This design comes from an exercise in tuning for small area on the open sky130 flow, not from production work. No functional check of the RTL was part of any run shown here. Power figures rest on the tool's default switching activity, not on a simulated workload.

==> flow/design.v, too long to show whole: its modules and the start of the top module <==
// module axis_fir_15: 3155 lines
// module fa_cell: 4 lines
// module hold1: 3 lines
module axis_fir_15 #
    (
        parameter integer C_S00_AXIS_TDATA_WIDTH    = 64,
        parameter integer C_M00_AXIS_TDATA_WIDTH    = 64
    )
    (
        input wire  s00_axis_aclk, s00_axis_aresetn,
        input wire  s00_axis_tlast, s00_axis_tvalid,
        input wire [C_S00_AXIS_TDATA_WIDTH-1 : 0] s00_axis_tdata,
        input wire [(C_S00_AXIS_TDATA_WIDTH/8)-1: 0] s00_axis_tstrb,
        output logic  s00_axis_tready,
        input wire  m00_axis_aclk, m00_axis_aresetn,
        input wire  m00_axis_tready,
        output logic  m00_axis_tvalid, m00_axis_tlast,
        output logic [C_M00_AXIS_TDATA_WIDTH-1 : 0] m00_axis_tdata,
        output logic [(C_M00_AXIS_TDATA_WIDTH/8)-1: 0] m00_axis_tstrb
    );
  // ...
==> flow/flow/run.sh <==
#!/bin/bash
set -euo pipefail
export BUFFER_PORTS_ARGS="-buffer_cell sky130_fd_sc_hd__buf_1"
export CTS_ARGS="-sink_clustering_enable -repair_clock_nets -buf_list sky130_fd_sc_hd__clkbuf_8 -sink_clustering_size 16 -sink_clustering_max_diameter 60 -dont_use_dummy_load"
bash standard.sh > standard.log 2>&1
==> flow/standard.sh <==
#!/bin/bash
# synth_recipe.tcl (not shown) runs the flow's synth.tcl, then flattens the netlist and writes it again
# the make line also repeats each setting of config.mk as NAME=value (left out here)
make -C /OpenROAD-flow-scripts/flow DESIGN_CONFIG=/design/flow/config.mk WORK_HOME=/design/flow/orfs CLKGATE_MAP_FILE= SYNTH_SCRIPT=/design/flow/synth_recipe.tcl "${@:-finish}"
==> flow/config.mk <==
export PLATFORM = sky130hd
export DESIGN_NAME = axis_fir_15
export DESIGN_NICKNAME = axis_fir_15
export VERILOG_FILES = /design/flow/design.v
export SDC_FILE = /design/flow/constraint.sdc
export NUM_CORES = 8
export LEC_CHECK = 0
export CAP_MARGIN = 20
export CORE_MARGIN = 2
export CORE_UTILIZATION = 60
export CTS_BUF_LIST = sky130_fd_sc_hd__clkbuf_8
export CTS_CLUSTER_DIAMETER = 60
export CTS_CLUSTER_SIZE = 16
export SLEW_MARGIN = 20
export SYNTH_HIERARCHICAL = 1
==> flow/constraint.sdc <==
create_clock -name core_clock -period 12.0 [get_ports {s00_axis_aclk}]
set_input_delay 2.4000 -clock core_clock [delete_from_list [all_inputs] [get_ports {s00_axis_aclk}]]
set_output_delay 2.4000 -clock core_clock [all_outputs]
set_load 0.01 [all_outputs]
==> summary.md, run 1 <==
| Metric | Value |
|---|---|
| Status | `timing/DRC/antenna clean` |
| CP Capture Type | `flip-flop` |
| Top cells by area, synth | `dfxtp_1, a22o_1, fa_1` |
| Path depth of the worst reg2reg path | `23` |
| Internal power | `13.9 mW` |
| CTS Buffer Depth | `3` |
| WHS | `roughly 430 ps` |
| Worst hold path class | `flip-flop to flip-flop` |
| Post-synthesis simple-gate area fraction | `0.638%` |
| Cell Chain, Critical Path | `fa_1 -> fa_1 -> fa_1 -> fa_1 -> fa_1 -> fa_1 -> inv_1 -> fa_1 -> fa_1 -> fa_1 -> fa_1 -> fa_1 -> fa_1 -> ha_1 -> o211ai_1 -> o21ai_2 -> nand4_1 -> a311oi_1 -> o2111ai_1 -> a21oi_1 -> a31oi_1 -> xnor2_1 -> a22o_1` |
| Pleak | `a little over 50 nW` |
| Met3 WL | `13.3 mm` |
| # resized after CTS | `0` |
| Non-clk invs | `84` |
| Final slew viol count | `0` |
| Tightest Pin Transition | `between 1000 and 1500 ps` |
| Worst Setup EP | `acc[34]` |
| DR top layer | `met4` |
| Flop pwr share | `around three fifths` |
| DRT iter0 DRCs | `~6500` |
| Synth-to-Final Area Change | `6.48%` |
| Post-synth top flop | `dfxtp_1` |
| Largest registers | `xs: 3264 flops, acc: 41 flops, m00_axis_tstrb: 8 flops` |
| Worst Skew | `about 96 ps` |
| Worst setup path class | `flip-flop to flip-flop` |
| # clk buffers | `about 230` |
| Critical Path Fanout Max | `5` |
| R2R Path End | `acc[34]` |
| Vias per cell | `between 6 and 7` |
| Mapped Nets | `between 9000 and 10000` |
==> inputs of run 2 (changes only) <==
--- a/flow/config.mk
+++ b/flow/config.mk
@@ -7,3 +7,3 @@
 export LEC_CHECK = 0
-export CAP_MARGIN = 20
+export CAP_MARGIN = 0
 export CORE_MARGIN = 2
@@ -13,3 +13,3 @@
 export CTS_CLUSTER_SIZE = 16
-export SLEW_MARGIN = 20
+export SLEW_MARGIN = 0
 export SYNTH_HIERARCHICAL = 1
==> run 2 against run 1 <==
- core utilization hardly changed
- clock power is essentially flat
- sequential cell count is the same
- setup slack worse by 68 ps
- cell count about the same
- sequential share of layout area is essentially flat
- die area stayed put
- combinational power about the same
- count of clock-buffer cells in the layout up 2
- register-to-register slack worse by 70 ps
- sequential power hardly changed
- worst hold slack better by 12 ps
- critical path type unchanged
- critical endpoint unchanged
- largest power group unchanged
- highest routed layer unchanged
==> summary.md, run 2 <==
| Metric | Value |
|---|---|
| Finished Cell Area | `0.124 mm2 (about the same)` |
| Reg with most FFs | `xs (unchanged)` |
| CTS tree | `built (unchanged)` |
| Max_cap viols | `0 (unchanged)` |
| Top cells by area, synth | `dfxtp_1, a22o_1, fa_1 (unchanged)` |
| Vias in the first global route | `69100 (was 69000)` |
| Vias per cell | `6.37 (was 6.38)` |
| Critical Path Fanout Max | `5 (unchanged)` |
| H-tree depth | `4 (unchanged)` |
| Mapped Nets | `9022 (unchanged)` |
| Synth-to-Final Area Change | `6.43% (was 6.48%)` |
| Most frequent cells in the layout | `dfxtp_1, a22o_1, fa_1 (unchanged)` |
| Worst vdd ir | `0.000110 V (was 0.000109 V)` |
| Status | `timing/DRC/antenna clean (unchanged)` |
| R2R Path End | `acc[34] (unchanged)` |
| Flop pwr share | `58.1% (was 58.2%)` |
| CTS Root Cell | `clkbuf_8 (unchanged)` |
| WL/cell | `24.5 um (was 24.4 um)` |
| Yosys warnings | `10 (unchanged)` |
| Core ar. | `0.193 mm2 (unchanged)` |
| Hold path start | `xs[79][3] (was xs[38][13])` |
| Number of cell rows | `161 (unchanged)` |
| Die Span X | `444 um (unchanged)` |
| IO Pins | `154 (unchanged)` |
| Cell taking the most area after synthesis | `dfxtp_1 (unchanged)` |
| Initial antenna violation count | `9 (was 10)` |
| Period utilisation layout | `86.7% (was 86.1%)` |
| CTS Buf Count | `233 (was 231)` |
| # resized after CTS | `0 (unchanged)` |
| Most numerous cell in the Yosys netlist | `dfxtp_1 (unchanged)` |
| Relative slew slack | `9.74% (was 12.4%)` |
| Post-synthesis register bit count | `3322 (unchanged)` |
| Final WL | `268 mm (was 267 mm)` |
| Worst Skew | `80.7 ps (was 95.8 ps)` |
| Sequential share of the synthesized area | `57.2% (unchanged)` |
| Synthesized cell area | `0.116 mm2 (unchanged)` |
| Gp weighted congestion | `0.861 (unchanged)` |
| Nets@finish | `9399 (was 9400)` |
| Fin. Hold Viols | `0 (unchanged)` |
| Clk pwr share | `26.2% (was 26.1%)` |
| Yosys cell types | `58 (unchanged)` |
| Tightest Pin Transition | `1350 ps (was 1310 ps)` |
| Pwr/cell area | `155 mW/mm2 (about the same)` |
| # DRC | `0 (unchanged)` |
| Largest register FFs | `3264 (unchanged)` |
| Clk slew on worst S/H paths | `90 ps (was 110 ps)` |
| Max frequency | `96.1 MHz (was 96.7 MHz)` |
| Comb pwr share | `15.7% (about the same)` |
| Share of cells above drive strength 1 | `4.22% (was 4.23%)` |
| Mapped Cells | `8031 (unchanged)` |
| Worst hold path class | `flip-flop to flip-flop (unchanged)` |
| Gr usage total | `27.1% (was 27.0%)` |
| Area share of the largest cell type after synthesis | `57.2% (unchanged)` |
| DRT iter0 DRCs | `6219 (was 6535)` |
| Sw frac | `27.8% (was 27.7%)` |
| Initial Util | `60.3% (unchanged)` |
| RSZ-0062 raised after global routing | `no (unchanged)` |
| Via count | `69700 (was 69900)` |
| Final min period | `10400 ps (was 10340 ps)` |
| Post-CTS setup buffers | `0 (unchanged)` |
| Clock Latency Late Sink | `1040 ps (was 1050 ps)` |
| Hold depth | `1 (unchanged)` |
| Die ar. | `0.197 mm2 (unchanged)` |
| Drt pass-1 iters | `5 (unchanged)` |
| Total gr overflow | `0 (unchanged)` |
| Worst reg-to-reg setup slack | `1600 ps (was 1660 ps)` |
| Per-instance average area after synthesis | `14.5 um2 (unchanged)` |
| Worst setup SP type | `flip-flop (unchanged)` |
| Post-synth top cells | `dfxtp_1, a22o_1, fa_1 (unchanged)` |
| Internal power | `13.9 mW (about the same)` |
| Final slew viol count | `0 (unchanged)` |
| Port bufs | `119 (unchanged)` |
| Clock sinks | `3322 (unchanged)` |
| WP data arrival | `11290 ps (was 11230 ps)` |
| Post-synth EDFFs | `0 (unchanged)` |
| Psw | `5.34 mW (was 5.33 mW)` |
| Global-route wire length before repair | `421 mm (was 420 mm)` |
| Path depth of the worst reg2reg path | `23 (unchanged)` |
| Largest registers | `xs: 3264 flops, acc: 41 flops, m00_axis_tstrb: 8 flops (unchanged)` |
| R2r startpoint | `xs[0][3] (unchanged)` |
| CP Capture Type | `flip-flop (unchanged)` |
| Worst Hold End | `xs[80][3] (was xs[39][13])` |
| Pleak | `50.6 nW (about the same)` |
| Asr flop ratio synth | `0% (unchanged)` |
| # hold bufs at CTS | `0 (unchanged)` |
| Dpl hpwl | `161 mm (was 162 mm)` |
| Most common cell after layout, fill and taps aside | `dfxtp_1 (unchanged)` |
| TNS Setup | `0 ps (unchanged)` |
| Die Span Y | `444 um (unchanged)` |
| Largest net degree at the start of global routing | `265 (unchanged)` |
| Dpl cell area | `0.120 mm2 (about the same)` |
| Number of routed nets with antenna violations | `0 (unchanged)` |
| Final setup violation count | `0 (unchanged)` |
| Post-synth top flop | `dfxtp_1 (unchanged)` |
| CTS Buffer Depth | `3 (unchanged)` |
| Req. time, crit path | `12890 ps (about the same)` |
| Worst setup path class | `flip-flop to flip-flop (unchanged)` |
[run 2: changes by cell type in the layout (fill, tap and decap cells not counted)]
cell / before / now
diode_2: 9 / 6
buf_16: 2 / 0
clkbuf_8: 231 / 233
buf_12: 12 / 11
buf_4: 67 / 68
buf_6: 1 / 0
[run 2: metrics by stage]
stage	std cells	hold WS [ps]	utilization (%)	power, mW	worst slack (ps)
after floorplan	8031	443	-	13.5	-75540
after global placement	10700	454	62.5	14.4	1860
after detailed placement	10700	452	62.5	14.4	1830
after CTS	10900	445	64.2	19.4	1760
after global routing	10900	453	64.2	20.1	1470
final	10900	443	64.2	19.2	1600
[run 2: critical path, cell delays in order, from the launching register on]
cell and delay, ps:
dfxtp_1 490, fa_1 470, fa_1 490, fa_1 430, fa_1 600, fa_1 470
fa_1 520, inv_1 60, fa_1 520, fa_1 580, fa_1 460, fa_1 430
fa_1 560, fa_1 430, ha_1 390, o211ai_1 130, o21ai_2 310, nand4_1 260
a311oi_1 830, o2111ai_1 300, a21oi_1 840, a31oi_1 250, xnor2_1 190, a22o_1 230
[run 2: how the worst max path moves through the flow]
stage                                from   endpoint  slack [ps]  cells past startpoint
after floorplan           s00_axis_tvalid  xs[97][0]      -75540                      8
after global placement           xs[0][1]    acc[34]        1860                     23
after detailed placement         xs[0][0]    acc[38]        1830                     23
after CTS                        xs[0][3]    acc[34]        1760                     23
after global routing             xs[0][3]    acc[34]        1470                     23
final                            xs[0][3]    acc[34]        1600                     23
[run 2: per-module statistics from Yosys (local to each module, per instance)]
module       times used  flip-flops and latches  cell area [um2]  cells inside
axis_fir_15           1                    3322            70000          3858
fa_cell             859                       0             20.0             1
hold1              3314                       0             8.76             1
[run 2: layout make-up]
cell class,instances,area (um2)
well taps,2526,3160
multi-input cells,4569,49300
diodes,6,15.0
fillers,14500,68900
repair buffers,198,1180
clock buffers,233,3210
flip-flops and latches,3322,66500
inverters,84,330
[run 2: power by group through the flow]
stage               logic (mW)  clock network (mW)  registers [mW]
global route              3.28                5.58            11.2
CTS                       3.00                5.19            11.2
global placement          2.95                   0            11.4
floorplan                 2.12                   0            11.4
detailed placement        2.98                   0            11.4
finish                    3.01                5.04            11.2
[run 2: layer usage]
metal | share of wire, % | vias to the layer above | global-route usage, % | wire length, um
li1 | - | 31900 | - | -
met1 | 47 | 35800 | 40.8 | 126000
met2 | 46 | 1608 | 41.8 | 123000
met3 | 4.9 | 351 | 3.49 | 13100
met4 | 2.3 | 0 | 6.45 | 6080
met5 | 0 | - | 0 | 0
[run 2: cell families (layout without fill, tap and decap cells)]
| logic type | after synthesis | after routing | share of synthesized area (%) |
|---|---|---|---|
| muxes | 1 | 1 | 0.00861 |
| xor gates and xnor gates | 46 | 46 | 0.347 |
| DFF | 3322 | 3322 | 57.2 |
| adders and majority gates | 912 | 912 | 15.4 |
| and+or+nand+nor | 148 | 148 | 0.639 |
| other | 0 | 6 | 0 |
| buffers and inverters | 140 | 515 | 0.572 |
| AOI/OAI and AO/OA | 3462 | 3462 | 25.8 |

## separate check: timing with driven ports
No port has a modelled driver above. Below, the same layouts with a new extraction and two added sets of constraints. Step 1 sets driving cells, clkbuf_16 on the clock port and buf_2 on the other inputs (assumed; they add their load-dependent delay and slew). Step 2 also shifts input and output timing later by t, the mid clock arrival at the registers, as if the neighbouring blocks saw the same clock. Three values: no drivers, after step 1, after step 2; two values: the first two.
| run | shift t [ns] | setup slack, ns | clock arrival spread, ns |
|---|---|---|---|
| run 1 | 1.081 | 1.663 / 1.663 / 1.663 | 0.096 / 0.096 |
| run 2 | 1.087 | 1.595 / 1.595 / 1.595 | 0.082 / 0.082 |
After both steps setup and hold are still met in every run listed.
